What follows belongs to an exercise in optimizing a design on an open flow for small area and a short achievable clock period; a production flow would make more cautious choices.
At most, simulation tests tie the RTL to the original design; equivalence was not proved.
The RTL of runs 1 and 3 to 5 was laid out without a check of its function.

## flow/design.v (module list and top-level ports; edited modules follow where they fit)
// module FPUFMAPipe: 272 lines
// module fma_booth_tree: 3518 lines
// module fma_cpa: 905 lines
// module fma_lzc_pairs: 198 lines
// module fma_round: 54 lines
// module fma_add: 27 lines
module FPUFMAPipe(
  input         clock,
                reset,
                io_in_valid,
                io_in_bits_ren3,
                io_in_bits_swap23,
  input  [2:0]  io_in_bits_rm,
  input  [1:0]  io_in_bits_fmaCmd,
  input  [64:0] io_in_bits_in1,
                io_in_bits_in2,
                io_in_bits_in3,
  output        io_out_valid,
  output [64:0] io_out_bits_data,
  output [4:0]  io_out_bits_exc
);
  // ...
==> flow/flow/run.sh <==
#!/bin/bash
# The standard layout (standard synthesis, floorplan, placement, CTS, routing), with
# two changes: the setup repair is asked to leave extra setup slack, and the buffers
# that every input and output port gets are sky130_fd_sc_hd__buf_2 cells (smaller and
# faster than the delay cells buffer_ports picks by default). The make output goes to
# flow.log, and ORFS keeps each step's full log under orfs/logs/.
set -uo pipefail
bash standard.sh SETUP_SLACK_MARGIN=10.7 "BUFFER_PORTS_ARGS=-buffer_cell sky130_fd_sc_hd__buf_2" finish > flow.log 2>&1
==> flow/standard.sh <==
#!/bin/bash
# synth_recipe.tcl (not shown) runs the flow's synth.tcl, then flattens the netlist and writes it again
# the make line also repeats each setting of config.mk as NAME=value (left out here)
make -C /OpenROAD-flow-scripts/flow DESIGN_CONFIG=/design/flow/config.mk WORK_HOME=/design/flow/orfs CLKGATE_MAP_FILE= SYNTH_SCRIPT=/design/flow/synth_recipe.tcl "${@:-finish}"
==> flow/config.mk <==
export PLATFORM = sky130hd
export DESIGN_NAME = FPUFMAPipe
export DESIGN_NICKNAME = FPUFMAPipe
export VERILOG_FILES = /design/flow/design.v
export SDC_FILE = /design/flow/constraint.sdc
export NUM_CORES = 8
export LEC_CHECK = 0
export ABC_AREA = 1
export CAP_MARGIN = 20
export CORE_MARGIN = 2
export CORE_UTILIZATION = 38
export SLEW_MARGIN = 20
==> flow/constraint.sdc <==
create_clock -name core_clock -period 16.0 [get_ports {clock}]
set_input_delay 3.2000 -clock core_clock [delete_from_list [all_inputs] [get_ports {clock}]]
set_output_delay 3.2000 -clock core_clock [all_outputs]
set_load 0.01 [all_outputs]
==> impl_metrics.py, run 1 <==
metrics = {
    "outcome": {
        "status": "no timing/DRC/antenna violations",
    },
    "critical_path": {
        "reg2regPathDepth": 11,
        "crit_fanout": 19,
        "r2r_end": "e1_r0n[51]",
        "startpoint_type": "flip-flop",
        "path_cells": "clkbuf_8 > inv_16 > buf_16 > xor2_1 > fa_1 > fa_1 > fa_1 > fa_1 > fa_1 > fa_1 > fa_1",
        "endpoint_kind": "flip-flop",
    },
    "floorplan": {
        "ios": 276,
    },
    "clock_tree": {
        "cts_resized": 724,
        "htree_levels": 3,
        "cts_tree": "yes",
        "cts_buffer_depth": 4,
        "clock_latency_ns": 0.90,
    },
    "cells_and_area": {
        "multiInputGateArea_sq_um": 90200,
        "syn_to_final_growth_pct": 13.7,
        "seqCellArea_sq_um": 15400,
        "design.seq.count": 752,
    },
    "place": {
        "dpl.hpwl_microns": 421000,
        "place_inst": 18300,
    },
    "yosys": {
        "async_flop_share": 0,
        "synth-edff-count": 0,
        "synthFlopType": "dfxtp_1",
        "avgSynthCellArea_sq_um": 7.51,
        "synth.top_cells.by_area": "fa_1 25%, dfxtp_1 13%, xor2_1 12%",
        "synthSimpleGateAreaFrac": 0.201,
        "syn-num-nets": 16900,
        "synthCells": 15000,
    },
    "global_route": {
        "gr-usage-met1": 0.457,
        "grt.total_usage": 0.391,
        "antenna_found_initial": 36,
        "grt_max_degree": 95,
    },
    "timing": {
        "relSlewSlack": 0.149,
    },
}
==> module FPUFMAPipe, before the edit <==
module FPUFMAPipe(
  input         clock,
                reset,
                io_in_valid,
                io_in_bits_ren3,
                io_in_bits_swap23,
  input  [2:0]  io_in_bits_rm,
  input  [1:0]  io_in_bits_fmaCmd,
  input  [64:0] io_in_bits_in1,
                io_in_bits_in2,
                io_in_bits_in3,
  output        io_out_valid,
  output [64:0] io_out_bits_data,
  output [4:0]  io_out_bits_exc
);
  wire [64:0] a = io_in_bits_in1;
  wire [64:0] b = io_in_bits_swap23 ? 65'h08000000000000000 : io_in_bits_in2;
  wire [64:0] c = (io_in_bits_ren3 | io_in_bits_swap23) ? io_in_bits_in3
                  : {io_in_bits_in1[64] ^ io_in_bits_in2[64], 64'h0};
  wire zA = ~(|a[63:61]);
  wire zB = ~(|b[63:61]);
  wire zC = ~(|c[63:61]);
  wire nanA = (&a[63:62]) & a[61];
  wire nanB = (&b[63:62]) & b[61];
  wire nanC = (&c[63:62]) & c[61];
  wire infA = (&a[63:62]) & ~a[61];
  wire infB = (&b[63:62]) & ~b[61];
  wire infC = (&c[63:62]) & ~c[61];
  wire signProd = a[64] ^ b[64] ^ io_in_bits_fmaCmd[1];
  wire doSub    = signProd ^ c[64] ^ io_in_bits_fmaCmd[0];
  wire [13:0] ex = {2'h0, a[63:52]};
  wire [13:0] ey = {2'h0, b[63:52]};
  wire [13:0] ez = {2'h3, ~c[63:52]};
  wire [13:0] k1 = 14'h3839;
  wire [13:0] s1 = ex ^ ey ^ ez;
  wire [13:0] c1 = {(ex[12:0] & ey[12:0]) | (ex[12:0] & ez[12:0]) | (ey[12:0] & ez[12:0]), 1'b0};
  wire [13:0] s2 = s1 ^ c1 ^ k1;
  wire [13:0] c2 = {(s1[12:0] & c1[12:0]) | (s1[12:0] & k1[12:0]) | (c1[12:0] & k1[12:0]), 1'b0};
  wire [13:0] sNat;
  fma_add #(14, 4) addNat (.a(s2), .b(c2), .cin(1'b0), .s(sNat));
  wire [12:0] k2 = 13'h1803;
  wire [12:0] s3 = ex[12:0] ^ ey[12:0] ^ k2;
  wire [12:0] c3 = {(ex[11:0] & ey[11:0]) | (ex[11:0] & k2[11:0]) | (ey[11:0] & k2[11:0]), 1'b0};
  wire [12:0] sExpProd;
  fma_add #(13, 4) addProd (.a(s3), .b(c3), .cin(1'b0), .s(sExpProd));
  wire isSigNaNAny = nanA & ~a[51] | nanB & ~b[51] | nanC & ~c[51];
  wire isNaNAOrB   = nanA | nanB;
  wire isInfProd   = infA | infB;
  wire invalidExc  = isSigNaNAny | infA & zB | zA & infB | ~isNaNAOrB & isInfProd & infC & doSub;
  wire outIsNaN    = isNaNAOrB | nanC;
  wire isInfOut    = isInfProd | infC;
  wire addZeros    = (zA | zB) & zC;
  wire rmMin       = io_in_bits_rm == 3'h2;
  wire CDomSign    = signProd ^ doSub;
  wire signK       = isInfProd & signProd | infC & CDomSign
                     | addZeros & ~rmMin & signProd & CDomSign
                     | addZeros & rmMin & (signProd | CDomSign);
  wire signEn      = ~isInfOut & ~addZeros;
  wire [54:0] yB = {1'b0, ~zB, b[51:0], 1'b0};    
  wire [26:0] bOne, bTwo;
  wire [25:0] bNeg;
  genvar gi;
  generate
    for (gi = 0; gi < 27; gi = gi + 1) begin : booth
      wire y0 = yB[2*gi];        
      wire y1 = yB[2*gi+1];      
      wire y2 = yB[2*gi+2];      
      assign bOne[gi] = y1 ^ y0;
      assign bTwo[gi] = y2 & ~y1 & ~y0 | ~y2 & y1 & y0;
      if (gi < 26) begin : n
        assign bNeg[gi] = y2;
      end
    end
  endgenerate
  wire [52:0] sigCx = {~zC, c[51:0]} ^ {53{doSub}};
  reg         v0;
  reg  [52:0] e0_sigAn;            
  reg  [26:0] e0_onen, e0_twon;
  reg  [25:0] e0_neg;
  reg  [52:0] e0_sigCxn;           
  wire [52:0] e0_sigCx = ~e0_sigCxn;
  reg         e0_doSub, e0_signProd, e0_zAB, e0_zC;
  reg  [13:0] e0_sNat;
  reg  [12:0] e0_sExpProd;
  reg  [11:0] e0_expC;
  reg         e0_invalid, e0_isNaN, e0_isInf, e0_addZeros, e0_signK, e0_signEn;
  reg  [2:0]  e0_rm;
  always @(posedge clock) begin
    v0 <= io_in_valid;
    e0_sigAn <= ~{~zA, a[51:0]};
    e0_onen <= ~bOne;
    e0_twon <= ~bTwo;
    e0_neg <= bNeg;
    e0_sigCxn <= ~sigCx;
    e0_doSub <= doSub;
    e0_signProd <= signProd;
    e0_zAB <= zA | zB;
    e0_zC <= zC;
    e0_sNat <= sNat;
    e0_sExpProd <= sExpProd;
    e0_expC <= c[63:52];
    e0_invalid <= invalidExc;
    e0_isNaN <= outIsNaN;
    e0_isInf <= isInfOut;
    e0_addZeros <= addZeros;
    e0_signK <= signK;
    e0_signEn <= signEn;
    e0_rm <= io_in_bits_rm;
  end
  wire e0_isMin = e0_zAB | e0_sNat[13];
  wire e0_big = ~e0_isMin & (e0_sNat[12:0] > 13'hA0);
  wire e0_CIsDom = ~e0_zC & (e0_isMin | e0_sNat[12:0] < 13'h36);
  wire [12:0] e0_sExpSum = e0_CIsDom ? {1'h0, e0_expC} : e0_sExpProd;
  wire [7:0] e0_u = e0_sNat[7:0];
  wire [7:0] CAlignDist = e0_isMin ? 8'h0 : e0_big ? 8'hA1 : e0_u;
  wire [164:0] shC = $signed({e0_doSub, e0_sigCx, {111{e0_doSub}}}) >>> e0_u;
  wire caddFill = e0_zAB | (|e0_sNat[13:8]);
  wire [105:0] cadd = caddFill ? {106{e0_doSub}} : shC[108:3];
  wire [54:0] highC = e0_isMin ? {e0_sigCx, e0_doSub, e0_doSub} : e0_big ? {55{e0_doSub}} : shC[163:109];
  wire [2:0] lowC = e0_isMin ? {3{e0_doSub}} : e0_big ? e0_sigCx[52:50] : shC[2:0];
  wire [64:0] reduced4CExtra_shift = $signed(65'sh10000000000000000 >>> CAlignDist[7:2]);
  wire [12:0] cGrp;
  genvar cg;
  generate
    for (cg = 0; cg < 13; cg = cg + 1) begin : cgrp
      assign cGrp[cg] = e0_doSub ? ~(&e0_sigCx[4*cg+3:4*cg]) : (|e0_sigCx[4*cg+3:4*cg]);
    end
  endgenerate
  wire [12:0] cGen = cGrp
                   & {reduced4CExtra_shift[24], reduced4CExtra_shift[25], reduced4CExtra_shift[26],
                      reduced4CExtra_shift[27], reduced4CExtra_shift[28], reduced4CExtra_shift[29],
                      reduced4CExtra_shift[30], reduced4CExtra_shift[31], reduced4CExtra_shift[32],
                      reduced4CExtra_shift[33], reduced4CExtra_shift[34], reduced4CExtra_shift[35],
                      reduced4CExtra_shift[36]};
  wire bit0AlignedSigC = e0_doSub ? (&lowC) & ~(|cGen) : (|lowC) | (|cGen);
  wire [106:0] tr0, tr1;
  fma_booth_tree tree (
    .a(~e0_sigAn), .one(~e0_onen), .two(~e0_twon), .neg(e0_neg),
    .cadd(cadd), .r0(tr0), .r1(tr1));
  reg          v1;
  reg  [106:0] e1_r0n, e1_r1n;    
  wire [106:0] e1_r0 = ~e1_r0n;
  wire [106:0] e1_r1 = ~e1_r1n;
  reg  [54:0]  e1_high;
  reg          e1_bit0, e1_doSub, e1_CIsDom, e1_signProd;
  reg  [5:0]   e1_CAlignDist;
  reg  [12:0]  e1_sExpSum;
  reg          e1_invalid, e1_isNaN, e1_isInf, e1_addZeros, e1_signK, e1_signEn;
  reg  [2:0]   e1_rm;
  always @(posedge clock) begin
    if (reset) v1 <= 1'b0; else v1 <= v0;
    e1_r0n <= ~tr0;
    e1_r1n <= ~tr1;
    e1_high <= highC;
    e1_bit0 <= bit0AlignedSigC;
    e1_doSub <= e0_doSub;
    e1_CIsDom <= e0_CIsDom;
    e1_signProd <= e0_signProd;
    e1_CAlignDist <= CAlignDist[5:0];
    e1_sExpSum <= e0_sExpSum;
    e1_invalid <= e0_invalid;
    e1_isNaN <= e0_isNaN;
    e1_isInf <= e0_isInf;
    e1_addZeros <= e0_addZeros;
    e1_signK <= e0_signK;
    e1_signEn <= e0_signEn;
    e1_rm <= e0_rm;
  end
  wire [105:0] sum0n, sum1n;
  wire c105_0n, c105_1n;
  wire sumIsM1;    
  fma_cpa cpa (.x(e1_r0n[105:0]), .y(e1_r1n[105:0]), .sum0(sum0n), .sum1(sum1n),
               .cout0(c105_0n), .cout1(c105_1n), .pall(sumIsM1));
  wire [105:0] sum0 = ~sum1n;
  wire [105:0] sum1 = ~sum0n;
  wire c105_0 = ~c105_1n;
  wire c105_1 = ~c105_0n;
  wire m106 = e1_r0[106] ^ e1_r1[106];
  wire mAR106_0 = m106 ^ c105_0;
  wire mAR106_1 = m106 ^ c105_1;
  wire [54:0] hiOnes;
  assign hiOnes[0] = 1'b1;
  genvar hi;
  generate
    for (hi = 1; hi < 55; hi = hi + 1) begin : hio
      assign hiOnes[hi] = &e1_high[hi-1:0];
    end
  endgenerate
  wire [54:0] T3 = e1_high ^ (hiOnes & {55{mAR106_0}});
  wire [1:0]  T3_1 = e1_high[1:0] ^ (hiOnes[1:0] & {2{mAR106_1}});
  wire [161:0] sigSum = {T3, sum0, e1_bit0};
  wire [107:0] CDom_absSigSum = e1_doSub ? ~sigSum[161:54] : {1'h0, e1_high[54:53], sigSum[159:55]};
  wire CDom_extraSticky = e1_doSub ? sum0[52:0] != 53'h1FFFFFFFFFFFFF : (|(sum0[53:0]));
  wire nSign = T3[2];
  wire [108:0] Y = sigSum[108:0];
  wire [108:0] Yp = e1_doSub ? (e1_bit0 ? {T3_1, sum1, 1'b0} : {T3[1:0], sum0, 1'b1}) : Y;
  wire [108:0] notCDom_abs = nSign ? ~Y : Yp;
  wire [109:0] X = e1_CIsDom ? {CDom_absSigSum, 2'b00} : {1'b0, notCDom_abs};
  wire [5:0] ndPos, ndNeg;
  wire anyPos, anyNeg;
  fma_lzc_pairs lzcP (.x({1'b0, Yp}), .nd(ndPos), .any(anyPos));
  fma_lzc_pairs lzcN (.x({1'b0, ~Y}), .nd(ndNeg), .any(anyNeg));
  wire [5:0] nd = nSign ? ndNeg : ndPos;
  wire t3IsM1 = (e1_high[1:0] == 2'h3) & ~m106 | (e1_high[1:0] == 2'h2) & m106;
  wire signM1 = e1_high[2] ^ (e1_high[1] & e1_high[0] & m106);
  wire complCanc = e1_bit0 & sumIsM1 & t3IsM1 & (signM1 | e1_doSub);
  wire [6:0] sh = e1_CIsDom ? {1'b0, e1_CAlignDist} : {nd, 1'b0};
  wire e1_rmMin = e1_rm == 3'h2;
  wire rawSign = e1_signK | e1_signEn & (e1_CIsDom ? e1_signProd ^ e1_doSub
                                          : complCanc ? e1_rmMin : e1_signProd ^ nSign);
  wire rawIsZero = e1_addZeros | ~e1_CIsDom & complCanc;
  reg          v2;
  reg  [109:0] e2_X;
  reg  [6:0]   e2_sh;
  reg  [12:0]  e2_sExpSum;
  reg          e2_CIsDom, e2_doSub, e2_extraSticky;
  reg          e2_invalid, e2_isNaN, e2_isInf, e2_isZero, e2_sign;
  reg  [2:0]   e2_rm;
  always @(posedge clock) begin
    if (reset) v2 <= 1'b0; else v2 <= v1;
    e2_X <= X;
    e2_sh <= sh;
    e2_sExpSum <= e1_sExpSum - {12'h0, e1_CIsDom & e1_doSub};
    e2_CIsDom <= e1_CIsDom;
    e2_doSub <= e1_doSub;
    e2_extraSticky <= e1_CIsDom & CDom_extraSticky;
    e2_invalid <= e1_invalid;
    e2_isNaN <= e1_isNaN;
    e2_isInf <= e1_isInf;
    e2_isZero <= rawIsZero;
    e2_sign <= rawSign;
    e2_rm <= e1_rm;
  end
  wire [109:0] xs6 = e2_sh[6] ? {e2_X[45:0], 64'h0} : e2_X;
  wire [109:0] xs5 = e2_sh[5] ? {xs6[77:0], 32'h0} : xs6;
  wire [109:0] xs4 = e2_sh[4] ? {xs5[93:0], 16'h0} : xs5;
  wire [109:0] xs3 = e2_sh[3] ? {xs4[101:0], 8'h0} : xs4;
  wire [109:0] xs2 = e2_sh[2] ? {xs3[105:0], 4'h0} : xs3;
  wire [109:0] xs1 = e2_sh[1] ? {xs2[107:0], 2'h0} : xs2;
  wire [109:0] Xs  = e2_sh[0] ? {xs1[108:0], 1'h0} : xs1;
  wire [12:0] grp = {|(e2_X[51:48]), |(e2_X[47:44]), |(e2_X[43:40]), |(e2_X[39:36]), |(e2_X[35:32]),
                     |(e2_X[31:28]), |(e2_X[27:24]), |(e2_X[23:20]), |(e2_X[19:16]), |(e2_X[15:12]),
                     |(e2_X[11:8]), |(e2_X[7:4]), |(e2_X[3:0])};
  wire [4:0] shq = e2_sh[6:2];
  reg grpSticky;
  integer k;
  always @(*) begin
    grpSticky = 1'b0;
    for (k = 0; k < 13; k = k + 1)
      if ({27'h0, shq} + k <= 12) grpSticky = grpSticky | grp[k];
  end
  wire sticky = (|(Xs[54:52])) | grpSticky | e2_extraSticky;
  wire [55:0] rawSig = {Xs[109:55], sticky};
  wire [12:0] rawExp = e2_sExpSum - {6'h0, e2_sh & {7{~e2_CIsDom}}};
  wire [64:0] rOut;
  wire [4:0]  rExc;
  fma_round rnd (
    .io_invalidExc(e2_invalid), .io_in_isNaN(e2_isNaN), .io_in_isInf(e2_isInf),
    .io_in_isZero(e2_isZero), .io_in_sign(e2_sign), .io_in_sExp(rawExp), .io_in_sig(rawSig),
    .io_roundingMode(e2_rm), .io_out(rOut), .io_exceptionFlags(rExc));
  reg         v3;
  reg  [64:0] e3_data;
  reg  [4:0]  e3_exc;
  always @(posedge clock) begin
    if (reset) v3 <= 1'b0; else v3 <= v2;
    e3_data <= ({65{rOut[63:61] != 3'h7}} | 65'h1EFEFFFFFFFFFFFFF) & rOut;
    e3_exc <= rExc;
  end
  assign io_out_valid = v3;
  assign io_out_bits_data = e3_data;
  assign io_out_bits_exc = e3_exc;
endmodule
==> inputs of run 2 (changes only) <==
--- a/flow/design.v
+++ b/flow/design.v
@@ -114,8 +114,7 @@
   wire [7:0] e0_u = e0_sNat[7:0];
   wire [7:0] CAlignDist = e0_isMin ? 8'h0 : e0_big ? 8'hA1 : e0_u;
   wire [164:0] shC = $signed({e0_doSub, e0_sigCx, {111{e0_doSub}}}) >>> e0_u;
-  wire caddFill = e0_zAB | (|e0_sNat[13:8]);
-  wire [105:0] cadd = caddFill ? {106{e0_doSub}} : shC[108:3];
+  wire [105:0] cadd = (e0_isMin | e0_big) ? {106{e0_doSub}} : shC[108:3];
   wire [54:0] highC = e0_isMin ? {e0_sigCx, e0_doSub, e0_doSub} : e0_big ? {55{e0_doSub}} : shC[163:109];
   wire [2:0] lowC = e0_isMin ? {3{e0_doSub}} : e0_big ? e0_sigCx[52:50] : shC[2:0];
   wire [64:0] reduced4CExtra_shift = $signed(65'sh10000000000000000 >>> CAlignDist[7:2]);
==> run 2 against run 1 <==
Clock skew decreased by 0.013 ns. Wire length decreased by 5.5%. Synthesized cell count decreased by 1.7%. Critical path depth decreased by 2. First-iteration DRC count increased by 4.2%. Core utilization about the same. Global-route usage decreased by 1.7 points. Clock-buffer cell count increased by 4. Register-to-register slack about the same. Critical path type unchanged. Highest routed layer unchanged.
==> impl_metrics.py, run 2 <==
metrics = {
    "detailed_routing": {
        "wl_met3_microns": 90600,
        "vias_per_cell": 6.40,
        "drt_drc_violations_left": 0,
        "totalWireLength_microns": 590000,
        "post_drt_wl_per_cell_microns": 32.0,
        "met1_length_microns": 203000,
        "wl_met2_microns": 231000,
        "drtPass1Iterations": 15,
        "ant_nets": 0,
        "first_iter_violations": 19900,
        "highest_layer": "met5",
        "vias": 118000,
    },
    "timing": {
        "finalCritPeriodShare": 0.337,
        "fmax_mhz": 185,
        "relSlewSlack": 0.270,
        "rsz0062_at_grt": "true",
        "fin_crit_ns": 5.40,
        "hold_violations": 0,
        "worstMarginPinSlew_ns": 1.08,
        "maxSlewViolCount": 0,
        "tns_ns": 0,
        "finClkSkew_ns": 0.103,
        "final-setup-viol-count": 0,
    },
    "cells_and_area": {
        "nets": 16400,
        "final_cell_mix": "2603 x nand2_1, 1626 x xor2_1, 1435 x o22ai_1",
        "multiInputGateArea_sq_um": 89200,
        "syn_to_final_growth_pct": 13.3,
        "layout_commonest_cell": "nand2_1",
        "fillers": 29400,
        "layout-drive-gt1-share": 0.114,
        "largest_reg_flops": 110,
        "seqCellArea_sq_um": 15400,
        "fin_util": 0.434,
        "top_register": "e2_X",
        "largestRegisters": "e2_X (110), e1_r0n (107), e1_r1n (107)",
    },
    "clock_tree": {
        "cts_root_buffer": "clkbuf_16",
        "cts_buffer_depth": 4,
        "cts_buffers": 96,
        "path_clk_slew_ns": 0.06,
        "clock_latency_ns": 0.91,
        "cts_tree": "yes",
        "clkSinkCount": 752,
        "htree_levels": 3,
        "holdBufCountCts": 0,
    },
    "critical_path": {
        "r2r_end": "e1_r0n[52]",
        "r2r_setup_slack_ns": 10.60,
        "cpMostUsedCell": "fa_1",
        "endpoint_kind": "flip-flop",
        "reg2regPathDepth": 9,
        "crit_type": "reg -> reg",
        "worst-endpoint-arrival_ns": 6.13,
        "r2r_start": "e0_onen[17]",
        "worstPathRequired_ns": 16.73,
        "path_cells": "o22ai_1 > xor2_1 > fa_1 > fa_1 > fa_2 > fa_1 > fa_1 > fa_1 > fa_1",
        "critPathMaxStageDelay_ns": 0.89,
        "crit_fanout": 28,
        "crit_slowest_cell": "dfxtp_4",
        "startpoint_type": "flip-flop",
    },
    "yosys": {
        "synth.top_cells.by_area": "fa_1 26%, dfxtp_1 13%, xor2_1 13%",
        "syn_area_sq_um": 112000,
        "synthCells": 14800,
        "yosys.area.top_type_share": 0.257,
        "synth_largest_area_cell": "fa_1",
        "netlist_top_cells_count": "2685 x nand2_1, 1638 x xor2_1, 1441 x o22ai_1",
        "synth-seq-cells": 752,
        "syn-num-nets": 16700,
        "synthFlopType": "dfxtp_1",
        "synth-seq-area-share": 0.135,
        "async_flop_share": 0,
        "avgSynthCellArea_sq_um": 7.56,
        "ys.warnings.count": 3,
        "synth-edff-count": 0,
        "synth_cell_types": 71,
        "yosysMostFrequentCell": "nand2_1",
    },
    "global_route": {
        "grt-ovfl-total": 0,
        "grt_max_degree": 86,
        "grt_pass1_wl_microns": 814000,
        "grt_pass1_vias": 112000,
        "antenna_found_initial": 31,
        "grt.total_usage": 0.373,
    },
    "floorplan": {
        "die_y_microns": 546,
        "die_w_microns": 546,
        "ios": 276,
        "dieArea_sq_um": 298000,
        "start_util": 0.383,
        "core_region_area_sq_um": 292000,
        "rows": 198,
    },
    "place": {
        "io_buffers": 274,
        "place_congestion": 1.09,
        "dpl.hpwl_microns": 389000,
    },
    "flow_run": {
        "cap_violations": 0,
    },
    "hold_path": {
        "hold_path_depth": 0,
        "hp-start": "e0_rm[1]",
        "min_to": "e1_rm[1]",
        "hp-class": "reg -> reg",
    },
    "outcome": {
        "status": "no timing/DRC/antenna violations",
    },
}
-- run 2: changes by cell type after synthesis, moves of 16 or more --
cell	previous run	this run
inv_1	1184	1223
clkbuf_1	1033	1007
o21ai_0	697	723
xor2_1	1593	1638
nand3_1	1173	1096
nand4_1	151	125
xnor2_1	102	56
buf_4	31	15
nor2_1	926	888
inv_2	56	39
nand2_1	2814	2685
-- run 2: per-layer routing --
layer  track usage  vias up
met1         0.443    55600
met2         0.524    10700
met4         0.302       36
met3         0.156     3167
li1              -    48400
met5        0.0133        -
-- run 2: worst max path at each step --
| stage | to | cells past startpoint | from | slack [ns] |
|---|---|---|---|---|
| 6_report | e1_r0n[52] | 9 | e0_onen[17] | 10.60 |
| 5_1_grt | e0_sNat[12] | 17 | io_in_bits_swap23 | 10.53 |
| 4_1_cts | e1_r0n[32] | 18 | e0_sNat[1] | 10.66 |
| 3_5_place_dp | e3_data[61] | 31 | e2_sh[6] | 8.88 |
| 3_3_place_gp | e3_data[61] | 35 | e2_sh[0] | 8.96 |
| 2_1_floorplan | e0_sNat[12] | 17 | io_in_bits_swap23 | 9.95 |
-- run 2: repair_timing --
action | CTS | global route
buffers inserted | 93 | 137
setup endpoints to repair | 377 | 344
cloned | 26 | 27
pin swaps | 35 | 85
gates resized for setup | 635 | 569
-- run 2: final cells by class --
| class | instances | area share |
|---|---|---|
| Multi-Input combinational cell | 11500 | 0.705 |
| Sequential cell | 752 | 0.122 |
| Timing Repair Buffer | 801 | 0.0687 |
| Inverter | 1285 | 0.0403 |
| Tap cell | 3900 | 0.0386 |
| Clock buffer | 120 | 0.0206 |
| Clock inverter | 52 | 0.00408 |
| Antenna cell | 21 | 0.000416 |
| Timing Repair inverter | 3 | 0.000168 |
-- run 2: stage by stage --
stage	setup WS, ns	hold WS (ns)	instance area [sq um]	cells
6_report	10.60	0.310	126000	18400
2_1_floorplan	9.95	0.310	112000	14800
4_1_cts	10.66	0.309	122000	18300
5_1_grt	10.53	0.312	126000	18400
3_5_place_dp	8.88	0.312	115000	18000
3_3_place_gp	8.96	0.310	115000	18000
-- run 2: cells by family (layout without fill, tap and decap cells) --
| kind of cell | count (synthesis) | after routing | share of synthesized area |
|---|---|---|---|
| flip-flops | 752 | 752 | 0.135 |
| adder cells (fa/ha/maj) | 1704 | 1704 | 0.288 |
| other | 1 | 22 | 0.0000336 |
| AO/OA/AOI/OAI | 2968 | 2968 | 0.159 |
| XOR/XNOR | 1695 | 1695 | 0.133 |
| AND/OR/NAND/NOR | 5058 | 5068 | 0.192 |
| multiplexers | 73 | 73 | 0.00655 |
| buffers and inverters | 2511 | 2261 | 0.0864 |
-- run 2: critical path: cells and delay by family, from the launching register on --
| family | cells | cell delay (ns) |
|---|---|---|
| DFF | 1 | 0.89 |
| xor gates and xnor gates | 1 | 0.21 |
| adders and majority gates | 7 | 3.93 |
| AOI/OAI and AO/OA | 1 | 0.23 |
==> inputs of run 3 (changes only) <==
--- a/flow/design.v
+++ b/flow/design.v
@@ -36,13 +36,7 @@
   wire [13:0] c1 = {(ex[12:0] & ey[12:0]) | (ex[12:0] & ez[12:0]) | (ey[12:0] & ez[12:0]), 1'b0};
   wire [13:0] s2 = s1 ^ c1 ^ k1;
   wire [13:0] c2 = {(s1[12:0] & c1[12:0]) | (s1[12:0] & k1[12:0]) | (c1[12:0] & k1[12:0]), 1'b0};
-  wire [13:0] sNat;
-  fma_add #(14, 4) addNat (.a(s2), .b(c2), .cin(1'b0), .s(sNat));
-  wire [12:0] k2 = 13'h1803;
-  wire [12:0] s3 = ex[12:0] ^ ey[12:0] ^ k2;
-  wire [12:0] c3 = {(ex[11:0] & ey[11:0]) | (ex[11:0] & k2[11:0]) | (ey[11:0] & k2[11:0]), 1'b0};
-  wire [12:0] sExpProd;
-  fma_add #(13, 4) addProd (.a(s3), .b(c3), .cin(1'b0), .s(sExpProd));
+  wire [8:0] sNatLo = {1'b0, s2[7:0]} + {1'b0, c2[7:0]};
   wire isSigNaNAny = nanA & ~a[51] | nanB & ~b[51] | nanC & ~c[51];
   wire isNaNAOrB   = nanA | nanB;
   wire isInfProd   = infA | infB;
@@ -80,8 +74,8 @@
   reg  [52:0] e0_sigCxn;           
   wire [52:0] e0_sigCx = ~e0_sigCxn;
   reg         e0_doSub, e0_signProd, e0_zAB, e0_zC;
-  reg  [13:0] e0_sNat;
-  reg  [12:0] e0_sExpProd;
+  reg  [8:0]  e0_sNatLo;
+  reg  [5:0]  e0_sNatS, e0_sNatC;
   reg  [11:0] e0_expC;
   reg         e0_invalid, e0_isNaN, e0_isInf, e0_addZeros, e0_signK, e0_signEn;
   reg  [2:0]  e0_rm;
@@ -96,8 +90,9 @@
     e0_signProd <= signProd;
     e0_zAB <= zA | zB;
     e0_zC <= zC;
-    e0_sNat <= sNat;
-    e0_sExpProd <= sExpProd;
+    e0_sNatLo <= sNatLo;
+    e0_sNatS <= s2[13:8];
+    e0_sNatC <= c2[13:8];
     e0_expC <= c[63:52];
     e0_invalid <= invalidExc;
     e0_isNaN <= outIsNaN;
@@ -107,6 +102,11 @@
     e0_signEn <= signEn;
     e0_rm <= io_in_bits_rm;
   end
+  wire [5:0] sNatHi;
+  fma_add #(6, 3) addNatHi (.a(e0_sNatS), .b(e0_sNatC), .cin(e0_sNatLo[8]), .s(sNatHi));
+  wire [13:0] e0_sNat = {sNatHi, e0_sNatLo[7:0]};
+  wire [12:0] e0_sExpProd;
+  fma_add #(13, 4) addProd (.a(e0_sNat[12:0]), .b({1'b0, e0_expC} + 13'h1FCB), .cin(1'b0), .s(e0_sExpProd));
   wire e0_isMin = e0_zAB | e0_sNat[13];
   wire e0_big = ~e0_isMin & (e0_sNat[12:0] > 13'hA0);
   wire e0_CIsDom = ~e0_zC & (e0_isMin | e0_sNat[12:0] < 13'h36);
@@ -114,7 +114,8 @@
   wire [7:0] e0_u = e0_sNat[7:0];
   wire [7:0] CAlignDist = e0_isMin ? 8'h0 : e0_big ? 8'hA1 : e0_u;
   wire [164:0] shC = $signed({e0_doSub, e0_sigCx, {111{e0_doSub}}}) >>> e0_u;
-  wire [105:0] cadd = (e0_isMin | e0_big) ? {106{e0_doSub}} : shC[108:3];
+  wire caddFill = e0_zAB | (|e0_sNat[13:8]);
+  wire [105:0] cadd = caddFill ? {106{e0_doSub}} : shC[108:3];
   wire [54:0] highC = e0_isMin ? {e0_sigCx, e0_doSub, e0_doSub} : e0_big ? {55{e0_doSub}} : shC[163:109];
   wire [2:0] lowC = e0_isMin ? {3{e0_doSub}} : e0_big ? e0_sigCx[52:50] : shC[2:0];
   wire [64:0] reduced4CExtra_shift = $signed(65'sh10000000000000000 >>> CAlignDist[7:2]);
==> run 3 against run 2 <==
Still clean. Final cell count about the same. Synthesized area is 0.22% lower. Sequential share of layout area is 0.20 points lower. First-iteration DRC count decreased by 7.3%. Maximum frequency is 11% lower. Wire length grew 3.2%. Design area is 0.29% higher. Clock-buffer cell count unchanged. Die area shrank 0.21%. Highest routed layer unchanged.
==> impl_metrics.py, run 3 <==
metrics = {
    "outcome": {
        "status": "no timing/DRC/antenna violations",
    },
    "yosys": {
        "synth-seq-cells": 744,
        "synth_largest_area_cell": "fa_1",
        "syn_area_sq_um": 111000,
        "yosys.area.top_type_share": 0.259,
        "synthCells": 14700,
        "synth-edff-count": 0,
        "avgSynthCellArea_sq_um": 7.59,
        "async_flop_share": 0,
        "ys.warnings.count": 3,
        "syn-num-nets": 16600,
        "yosysMostFrequentCell": "nand2_1",
        "synth-seq-area-share": 0.134,
        "netlist_top_cells_count": "2544 x nand2_1, 1671 x xor2_1, 1446 x o22ai_1",
        "synth.top_cells.by_area": "fa_1 26%, dfxtp_1 13%, xor2_1 13%",
        "synthFlopType": "dfxtp_1",
        "synth_cell_types": 74,
    },
    "place": {
        "dp_slack_ns": 8.21,
        "io_buffers": 274,
        "place_congestion": 1.09,
        "placed_area_sq_um": 115000,
        "dpl.hpwl_microns": 421000,
    },
    "clock_tree": {
        "htree_levels": 3,
        "holdBufCountCts": 0,
        "cts_buffers": 95,
        "path_clk_slew_ns": 0.06,
        "clkSinkCount": 744,
        "clock_latency_ns": 0.87,
        "cts_root_buffer": "clkbuf_16",
        "cts_buffer_depth": 4,
        "cts_tree": "yes",
    },
    "timing": {
        "rsz0062_at_grt": "true",
        "final-setup-viol-count": 0,
        "whs_ns": 0.313,
        "relSlewSlack": 0.102,
        "fmax_mhz": 165,
        "maxSlewViolCount": 0,
        "finalCritPeriodShare": 0.378,
        "finClkSkew_ns": 0.0715,
        "fin_crit_ns": 6.05,
        "tns_ns": 0,
        "worstMarginPinSlew_ns": 1.34,
        "hold_violations": 0,
        "fin_ws_ns": 9.95,
    },
    "global_route": {
        "grt_pass1_vias": 113000,
        "grt-ovfl-total": 0,
        "grt_pass1_wl_microns": 842000,
        "grt.total_usage": 0.390,
        "grt_max_degree": 75,
        "antenna_found_initial": 34,
    },
    "cells_and_area": {
        "largestRegisters": "e2_X (110), e1_r0n (107), e1_r1n (107)",
        "final_cell_area_sq_um": 127000,
        "syn_to_final_growth_pct": 13.9,
        "top_register": "e2_X",
        "fillers": 29800,
        "largest_reg_flops": 110,
        "layout-drive-gt1-share": 0.142,
        "layout_commonest_cell": "nand2_1",
        "final_cell_mix": "2457 x nand2_1, 1661 x xor2_1, 1445 x o22ai_1",
        "nets": 16300,
    },
    "critical_path": {
        "endpoint_kind": "flip-flop",
        "worstPathRequired_ns": 16.70,
        "worst-endpoint-arrival_ns": 6.75,
        "crit_fanout": 7,
        "r2r_start": "e0_sNatLo[8]",
        "crit_type": "reg -> reg",
        "startpoint_type": "flip-flop",
        "startpoint": "e0_sNatLo[8]",
    },
    "floorplan": {
        "die_w_microns": 545,
        "start_util": 0.382,
        "dieArea_sq_um": 297000,
        "core_region_area_sq_um": 291000,
        "die_y_microns": 545,
        "ios": 276,
        "rows": 198,
    },
    "detailed_routing": {
        "vias_per_cell": 6.40,
        "totalWireLength_microns": 609000,
        "first_iter_violations": 18500,
        "vias": 118000,
        "ant_nets": 0,
        "drt_drc_violations_left": 0,
        "post_drt_wl_per_cell_microns": 33.0,
        "drtPass1Iterations": 13,
    },
    "hold_path": {
        "hp-class": "reg -> reg",
        "hp-start": "e1_isNaN",
    },
    "flow_run": {
        "cap_violations": 0,
    },
}
==> run 3: changes by cell type in the layout (fill, tap and decap cells not counted), sizes merged, moves of 13 or more <==
cell    delta
nand2    -130
buf      +116
nor2      +40
xor2      +34
o211ai    +30
o21ai     -28
clkbuf    -26
a21oi     -22
inv       -22
nand3     +20
nand4     +18
ha        -14
a31oi     -13
==> run 3: worst paths after layout <==
check                     to  cells after the start  slack (ns)
setup / recovery  e1_r0n[25]                     20        9.95
hold / removal      e2_isNaN                      0        0.31
setup reg to reg  e1_r0n[25]                     20        9.95
hold reg to reg     e2_isNaN                      0        0.31
==> run 3: kinds of logic (layout without fill, tap and decap cells) <==
kind of cell               count (synthesis)  count (layout)  synth area share
AOI/OAI and AO/OA                       2952            2952             0.160
xor gates and xnor gates                1717            1717             0.135
and+or+nand+nor                         4989            5011             0.191
other                                      1              26         0.0000337
adders and majority gates               1693            1693             0.287
muxes                                     73              73           0.00656
buffers and inverters                   2497            2317            0.0866
DFF                                      744             744             0.134
==> run 3: stage by stage <==
step                      utilization  instances
final                           0.435      18400
after CTS                       0.422      18200
after detailed placement        0.396      17900
after global placement          0.396      17900
after global routing            0.435      18400
after floorplan                     -      14700
==> run 3: cell type report <==
| class | instances | area (sq um) | area share |
|---|---|---|---|
| inverters | 1263 | 4920 | 0.0388 |
| clock buffers | 120 | 2650 | 0.0209 |
| diodes | 25 | 62.6 | 0.000493 |
| well taps | 3900 | 4880 | 0.0385 |
| clock inverters | 50 | 514 | 0.00406 |
| flip-flops and latches | 744 | 15200 | 0.120 |
| repair inverters | 2 | 10.0 | 0.0000789 |
| multi-input cells | 11400 | 90600 | 0.715 |
| repair buffers | 882 | 7950 | 0.0627 |
==> run 3: repair_timing <==
item | CTS | global route
pin swaps | 204 | 262
endpoints found under the setup margin | 384 | 352
gates cloned | 29 | 16
setup buffers | 128 | 161
resized for setup | 747 | 594
==> run 3: worst max-delay path, cell delays in order, from the launching register on <==
cell and delay (ns):
dfxtp_2 0.33, fa_2 0.19, inv_2 0.04, fa_2 0.37
nor2_2 0.10, a211oi_2 0.05, fa_1 0.56, nand2_2 0.08
nor4_4 0.25, nand2_4 0.12, nor2_4 0.17, buf_12 0.17
clkinvlp_4 0.13, buf_8 0.16, buf_6 0.13, buf_4 0.13
o211ai_1 0.76, fa_2 0.66, fa_2 0.36, fa_2 0.60
fa_2 0.51
==> run 3: layer usage <==
layer | share of wire | vias up | global-route usage
li1 | - | 48300 | -
met1 | 0.35 | 56100 | 0.469
met2 | 0.40 | 10500 | 0.549
met3 | 0.14 | 3043 | 0.149
met4 | 0.11 | 35 | 0.321
met5 | 0.0012 | - | 0.0155
==> inputs of run 4 (changes only) <==
--- a/flow/flow/run.sh
+++ b/flow/flow/run.sh
@@ -5,4 +5,4 @@
 # faster than the delay cells buffer_ports picks by default). The make output goes to
 # flow.log, and ORFS keeps each step's full log under orfs/logs/.
 set -uo pipefail
-bash standard.sh SETUP_SLACK_MARGIN=10.7 "BUFFER_PORTS_ARGS=-buffer_cell sky130_fd_sc_hd__buf_2" finish > flow.log 2>&1
+bash standard.sh SETUP_SLACK_MARGIN=10.75 "BUFFER_PORTS_ARGS=-buffer_cell sky130_fd_sc_hd__buf_2" finish > flow.log 2>&1
==> run 4 against run 3 <==
Sequential cell count unchanged. Die area unchanged. Critical path depth down 1. Critical endpoint unchanged.
==> impl_metrics.py, run 4 <==
metrics = {
    "place": {
        "dpl.hpwl_microns": 411000,
        "io_buffers": 274,
        "placed_area_sq_um": 115000,
        "place_congestion": 1.08,
    },
    "timing": {
        "final-setup-viol-count": 0,
        "maxSlewViolCount": 0,
        "fmax_mhz": 167,
        "finalCritPeriodShare": 0.375,
        "tns_ns": 0,
        "finClkSkew_ns": 0.0620,
        "relSlewSlack": 0.0905,
        "fin_crit_ns": 6.00,
        "worstMarginPinSlew_ns": 1.36,
        "hold_violations": 0,
        "rsz0062_at_grt": "true",
    },
    "global_route": {
        "grt_pass1_vias": 112000,
        "grt-ovfl-total": 0,
        "grt.total_usage": 0.385,
        "grt_pass1_wl_microns": 831000,
        "antenna_found_initial": 24,
        "grt_max_degree": 83,
    },
    "critical_path": {
        "reg2regPathDepth": 19,
        "startpoint_type": "flip-flop",
        "endpoint_kind": "flip-flop",
        "crit_fanout": 4,
        "worst-endpoint-arrival_ns": 6.69,
        "worstPathRequired_ns": 16.69,
        "crit_type": "reg -> reg",
    },
    "yosys": {
        "synth-edff-count": 0,
        "synthCells": 14700,
        "netlist_top_cells_count": "2544 x nand2_1, 1671 x xor2_1, 1446 x o22ai_1",
        "synth_largest_area_cell": "fa_1",
        "synthAdderAreaFrac": 0.287,
        "syn-num-nets": 16600,
        "synth_cell_types": 74,
        "synth_top_family_by_area": "adder cells",
        "synth.area.mux_share": 0.00656,
        "synth.top_cells.by_area": "fa_1 26%, dfxtp_1 13%, xor2_1 13%",
        "synthSimpleGateAreaFrac": 0.191,
        "synth-compound-area-share": 0.160,
        "yosysMostFrequentCell": "nand2_1",
        "async_flop_share": 0,
        "synthFlopType": "dfxtp_1",
        "ys.warnings.count": 3,
        "synth-seq-area-share": 0.134,
        "synth-seq-cells": 744,
        "synth_xor_area_frac": 0.135,
        "syn_area_sq_um": 111000,
        "avgSynthCellArea_sq_um": 7.59,
        "yosys.area.top_type_share": 0.259,
    },
    "outcome": {
        "status": "no timing/DRC/antenna violations",
    },
    "clock_tree": {
        "cts_buffer_depth": 4,
        "htree_levels": 3,
        "cts_tree": "yes",
        "clkSinkCount": 744,
        "holdBufCountCts": 0,
        "clock_latency_ns": 0.88,
        "path_clk_slew_ns": 0.06,
        "cts_buffers": 96,
        "cts_root_buffer": "clkbuf_16",
    },
    "hold_path": {
        "hold_path_depth": 0,
        "hp-class": "reg -> reg",
    },
    "detailed_routing": {
        "first_iter_violations": 19100,
        "drt_drc_violations_left": 0,
        "vias_per_cell": 6.40,
        "post_drt_wl_per_cell_microns": 32.6,
        "drtPass1Iterations": 11,
        "ant_nets": 0,
        "vias": 118000,
        "totalWireLength_microns": 601000,
    },
    "cells_and_area": {
        "final_cell_mix": "2464 x nand2_1, 1663 x xor2_1, 1445 x o22ai_1",
        "multiInputGateArea_sq_um": 90500,
        "final_cell_area_sq_um": 127000,
        "largestRegisters": "e2_X (110), e1_r0n (107), e1_r1n (107)",
        "syn_to_final_growth_pct": 14.1,
        "layout_commonest_cell": "nand2_1",
        "layout-drive-gt1-share": 0.137,
        "top_register": "e2_X",
        "seqCellArea_sq_um": 15200,
        "fillers": 29600,
        "nets": 16300,
        "largest_reg_flops": 110,
    },
    "floorplan": {
        "die_w_microns": 545,
        "start_util": 0.382,
        "ios": 276,
        "dieArea_sq_um": 297000,
        "rows": 198,
        "core_region_area_sq_um": 291000,
        "die_y_microns": 545,
    },
    "flow_run": {
        "cap_violations": 0,
    },
}
run 4: final timing paths:
kind                     end   startpoint  slack [ns]
setup / recovery  e1_r0n[25]  e0_sNatC[0]        10.0
hold / removal      e1_rm[0]     e0_rm[0]        0.33
setup reg to reg  e1_r0n[25]  e0_sNatC[0]        10.0
hold reg to reg     e1_rm[0]     e0_rm[0]        0.33
run 4: stage by stage:
step                      hold WS (ns)  setup WS, ns   util  cells
after floorplan                  0.310         10.27      -  14700
after global placement           0.311          8.30  0.395  17900
after detailed placement         0.313          8.40  0.396  17900
after CTS                        0.327         10.30  0.423  18200
after global routing             0.331          9.98  0.436  18400
final                            0.325          10.0  0.436  18400
run 4: logic make-up (layout without fill, tap and decap cells):
group / count (synthesis) / count (layout)
xor gates and xnor gates: 1717 / 1717
AOI/OAI and AO/OA: 2952 / 2952
buffers and inverters: 2497 / 2299
DFF: 744 / 744
adders and majority gates: 1693 / 1693
other: 1 / 17
muxes: 73 / 73
and+or+nand+nor: 4989 / 5011
run 4: what timing repair did:
action | in CTS | in global routing
gates cloned | 31 | 22
setup buffers | 113 | 151
resized for setup | 822 | 558
setup endpoints to repair | 382 | 340
pin swaps | 209 | 246
run 4: area by class of cell:
type                    instances  share of cell area
diodes                         16            0.000315
repair buffers                865              0.0656
well taps                    3900              0.0384
clock inverters                46             0.00418
flip-flops and latches        744               0.119
multi-input cells           11400               0.712
clock buffers                 124              0.0212
repair inverters                1           0.0000394
inverters                    1263              0.0388
run 4: metal layers:
| layer | up-vias | part of all wire | global-route usage |
|---|---|---|---|
| li1 | 48300 | - | - |
| met1 | 55900 | 0.35 | 0.461 |
| met2 | 10400 | 0.40 | 0.546 |
| met3 | 3121 | 0.15 | 0.151 |
| met4 | 35 | 0.11 | 0.307 |
| met5 | - | 0.0010 | 0.0104 |
run 4: critical path, cell delays in order (launching register included):
cell and delay [ns]:
dfxtp_2 0.33, fa_2 0.20, inv_2 0.04, fa_2 0.37
nor2_2 0.12, a211oi_2 0.05, fa_1 0.54, nand2_2 0.07
nor4_4 0.25, nand2_4 0.12, nor2_4 0.15, buf_12 0.14
clkinvlp_4 0.09, buf_4 0.14, buf_8 0.13, o211ai_1 0.88
fa_2 0.68, fa_2 0.36, fa_2 0.62, fa_2 0.51
==> inputs of run 5 (changes only) <==
--- a/flow/flow/run.sh
+++ b/flow/flow/run.sh
@@ -5,4 +5,4 @@
 # faster than the delay cells buffer_ports picks by default). The make output goes to
 # flow.log, and ORFS keeps each step's full log under orfs/logs/.
 set -uo pipefail
-bash standard.sh SETUP_SLACK_MARGIN=10.75 "BUFFER_PORTS_ARGS=-buffer_cell sky130_fd_sc_hd__buf_2" finish > flow.log 2>&1
+bash standard.sh SETUP_SLACK_MARGIN=10.65 "BUFFER_PORTS_ARGS=-buffer_cell sky130_fd_sc_hd__buf_2" finish > flow.log 2>&1
==> run 5 against run 4 <==
Die area unchanged. Wire length increased by 0.19%. Sequential cell count unchanged. Highest routed layer unchanged. Still clean on timing, DRC and antenna. Register-to-register slack got worse by 0.09 ns. Worst hold slack improved by 0.00099 ns. Setup slack got worse by 0.095 ns.
==> impl_metrics.py, run 5 <==
metrics = {
    "cells_and_area": {
        "largest_reg_flops": 110,
        "syn_to_final_growth_pct": 12.9,
        "final_cell_mix": "2450 x nand2_1, 1661 x xor2_1, 1445 x o22ai_1",
        "fillers": 29900,
        "top_register": "e2_X",
        "largestRegisters": "e2_X (110), e1_r0n (107), e1_r1n (107)",
        "layout_commonest_cell": "nand2_1",
        "nets": 16300,
        "final_cell_area_sq_um": 126000,
        "fin_util": 0.432,
        "layout-drive-gt1-share": 0.134,
    },
    "outcome": {
        "status": "no timing/DRC/antenna violations",
    },
    "timing": {
        "finClkSkew_ns": 0.0811,
        "hold_violations": 0,
        "rsz0062_at_grt": "true",
        "maxSlewViolCount": 0,
        "final-setup-viol-count": 0,
        "finalCritPeriodShare": 0.381,
        "relSlewSlack": 0.0756,
        "tns_ns": 0,
        "fin_crit_ns": 6.10,
        "worstMarginPinSlew_ns": 1.38,
        "fmax_mhz": 164,
    },
    "yosys": {
        "synth-seq-area-share": 0.134,
        "avgSynthCellArea_sq_um": 7.59,
        "synth.top_cells.by_area": "fa_1 26%, dfxtp_1 13%, xor2_1 13%",
        "synthCells": 14700,
        "netlist_top_cells_count": "2544 x nand2_1, 1671 x xor2_1, 1446 x o22ai_1",
        "synth_cell_types": 74,
        "yosysMostFrequentCell": "nand2_1",
        "syn-num-nets": 16600,
        "yosys.area.top_type_share": 0.259,
        "async_flop_share": 0,
        "syn_area_sq_um": 111000,
        "synth-seq-cells": 744,
        "synth_largest_area_cell": "fa_1",
        "synthFlopType": "dfxtp_1",
        "ys.warnings.count": 3,
        "synth-edff-count": 0,
    },
    "place": {
        "place_congestion": 1.06,
        "io_buffers": 274,
        "placed_area_sq_um": 115000,
        "dpl.hpwl_microns": 418000,
    },
    "flow_run": {
        "cap_violations": 0,
    },
    "clock_tree": {
        "path_clk_slew_ns": 0.06,
        "holdBufCountCts": 0,
        "htree_levels": 3,
        "cts_buffer_depth": 4,
        "clkSinkCount": 744,
        "cts_buffers": 93,
        "cts_tree": "yes",
        "cts_root_buffer": "clkbuf_16",
        "clock_latency_ns": 0.89,
    },
    "critical_path": {
        "crit_type": "reg -> reg",
        "endpoint_kind": "flip-flop",
        "worst-endpoint-arrival_ns": 6.78,
        "worstPathRequired_ns": 16.69,
        "startpoint_type": "flip-flop",
        "reg2regPathDepth": 20,
        "crit_fanout": 4,
    },
    "floorplan": {
        "dieArea_sq_um": 297000,
        "start_util": 0.382,
        "rows": 198,
        "ios": 276,
        "die_y_microns": 545,
        "die_w_microns": 545,
        "core_region_area_sq_um": 291000,
    },
    "global_route": {
        "grt_pass1_vias": 113000,
        "grt_pass1_wl_microns": 839000,
        "grt_max_degree": 85,
        "grt-ovfl-total": 0,
        "antenna_found_initial": 33,
        "grt.total_usage": 0.388,
    },
    "detailed_routing": {
        "vias": 117000,
        "first_iter_violations": 18200,
        "post_drt_wl_per_cell_microns": 32.8,
        "ant_nets": 0,
        "drt_drc_violations_left": 0,
        "drtPass1Iterations": 12,
        "vias_per_cell": 6.39,
        "totalWireLength_microns": 602000,
    },
    "hold_path": {
        "hold_path_depth": 0,
        "hp-class": "reg -> reg",
    },
}
run 5: cell count changes in the layout (fill, tap and decap cells not counted), moves of 10 or more:
cell,previous run,this run
ha_1,211,226
dfxtp_4,50,38
buf_8,37,20
clkbuf_16,110,100
ha_4,28,14
dfxtp_2,74,87
buf_16,22,12
nand2_1,2464,2450
buf_6,114,91
buf_4,321,356
run 5: timing repair:
action	4_1_cts	5_1_grt
endpoints found under the setup margin	371	328
buffers inserted	132	109
pin swaps	246	261
gates resized for setup	740	472
cloned	33	9
run 5: worst max-delay path: stages, from the launching register on:
cell      delay (ns)
dfxtp_2         0.33
fa_2            0.20
inv_2           0.04
fa_2            0.35
nor2_2          0.13
a211oi_2        0.05
fa_1            0.53
nand2_2         0.08
nor4_4          0.35
nand2_4         0.12
buf_4           0.17
buf_12          0.13
nor2_4          0.07
buf_6           0.17
clkinv_4        0.07
buf_12          0.12
o211ai_1        1.00
fa_2            0.67
fa_2            0.36
fa_2            0.57
fa_2            0.43
run 5: logic make-up after synthesis:
group | share of synthesized area
AND/OR/NAND/NOR | 0.191
AO/OA/AOI/OAI | 0.160
buffers and inverters | 0.0866
XOR/XNOR | 0.135
adder cells (fa/ha/maj) | 0.287
flip-flops | 0.134
multiplexers | 0.00656
other | 0.0000337
run 5: path summary, 6_finish.rpt:
path | from | endpoint | slack (ns)
setup / recovery | e0_sNatLo[8] | e1_r0n[79] | 9.90
hold / removal | e0_isInf | e1_isInf | 0.33
setup reg to reg | e0_sNatLo[8] | e1_r0n[79] | 9.90
hold reg to reg | e0_isInf | e1_isInf | 0.33
run 5: cell type report:
class | count | area [sq um] | area share
flip-flops and latches | 744 | 15100 | 0.120
repair inverters | 1 | 5.00 | 0.0000398
diodes | 16 | 40.0 | 0.000318
well taps | 3900 | 4880 | 0.0388
clock buffers | 119 | 2580 | 0.0205
inverters | 1263 | 4900 | 0.0390
multi-input cells | 11400 | 90200 | 0.717
clock inverters | 46 | 577 | 0.00459
repair buffers | 834 | 7450 | 0.0592
run 5: metal layers:
metal | track usage | vias up | wire length [microns]
li1 | - | 48200 | -
met1 | 0.464 | 55900 | 212000
met2 | 0.553 | 10200 | 241000
met3 | 0.152 | 3019 | 87000
met4 | 0.307 | 42 | 61100
met5 | 0.00545 | - | 483
run 5: per-stage QoR:
stage / hold WS, ns / setup WS, ns / std cells
final: 0.326 / 9.90 / 18400
after global routing: 0.331 / 9.91 / 18400
after CTS: 0.327 / 10.25 / 18200
after detailed placement: 0.312 / 8.14 / 17900
after global placement: 0.311 / 8.24 / 17900
after floorplan: 0.310 / 10.27 / 14700

what the ideal ports hide:
No port has a modelled driver above. Below, the same layouts with a new extraction and two added sets of constraints. Step 1, drivers: a clkbuf_16 drives clock and a buf_2 each remaining input, both assumed. Step 2 times the ports against the registers' clock, not the clock port: input delays grow and output delays shrink by t, the midpoint of the rising clock arrivals with the driver on. Slacks: no drivers / after step 1 / after step 2; pairs: no drivers / after step 1.
| run | t, ns | setup slack, ns | hold WS [ns] |
|---|---|---|---|
| run 1 | 0.956 | 10.592 / 10.592 / 9.719 | 0.320 / 0.320 / 0.320 |
| run 2 | 0.978 | 10.602 / 10.602 / 9.779 | 0.310 / 0.310 / 0.310 |
| run 3 | 0.943 | 9.950 / 9.950 / 9.950 | 0.313 / 0.313 / 0.313 |
| run 4 | 0.965 | 10.000 / 10.000 / 9.988 | 0.325 / 0.325 / 0.325 |
| run 5 | 0.964 | 9.905 / 9.905 / 9.905 | 0.326 / 0.326 / 0.326 |
After both steps every run listed still meets setup and hold. The setup slack of run 1, which loses most, moves by 0.000 ns with the drivers and by -0.873 ns with both steps.
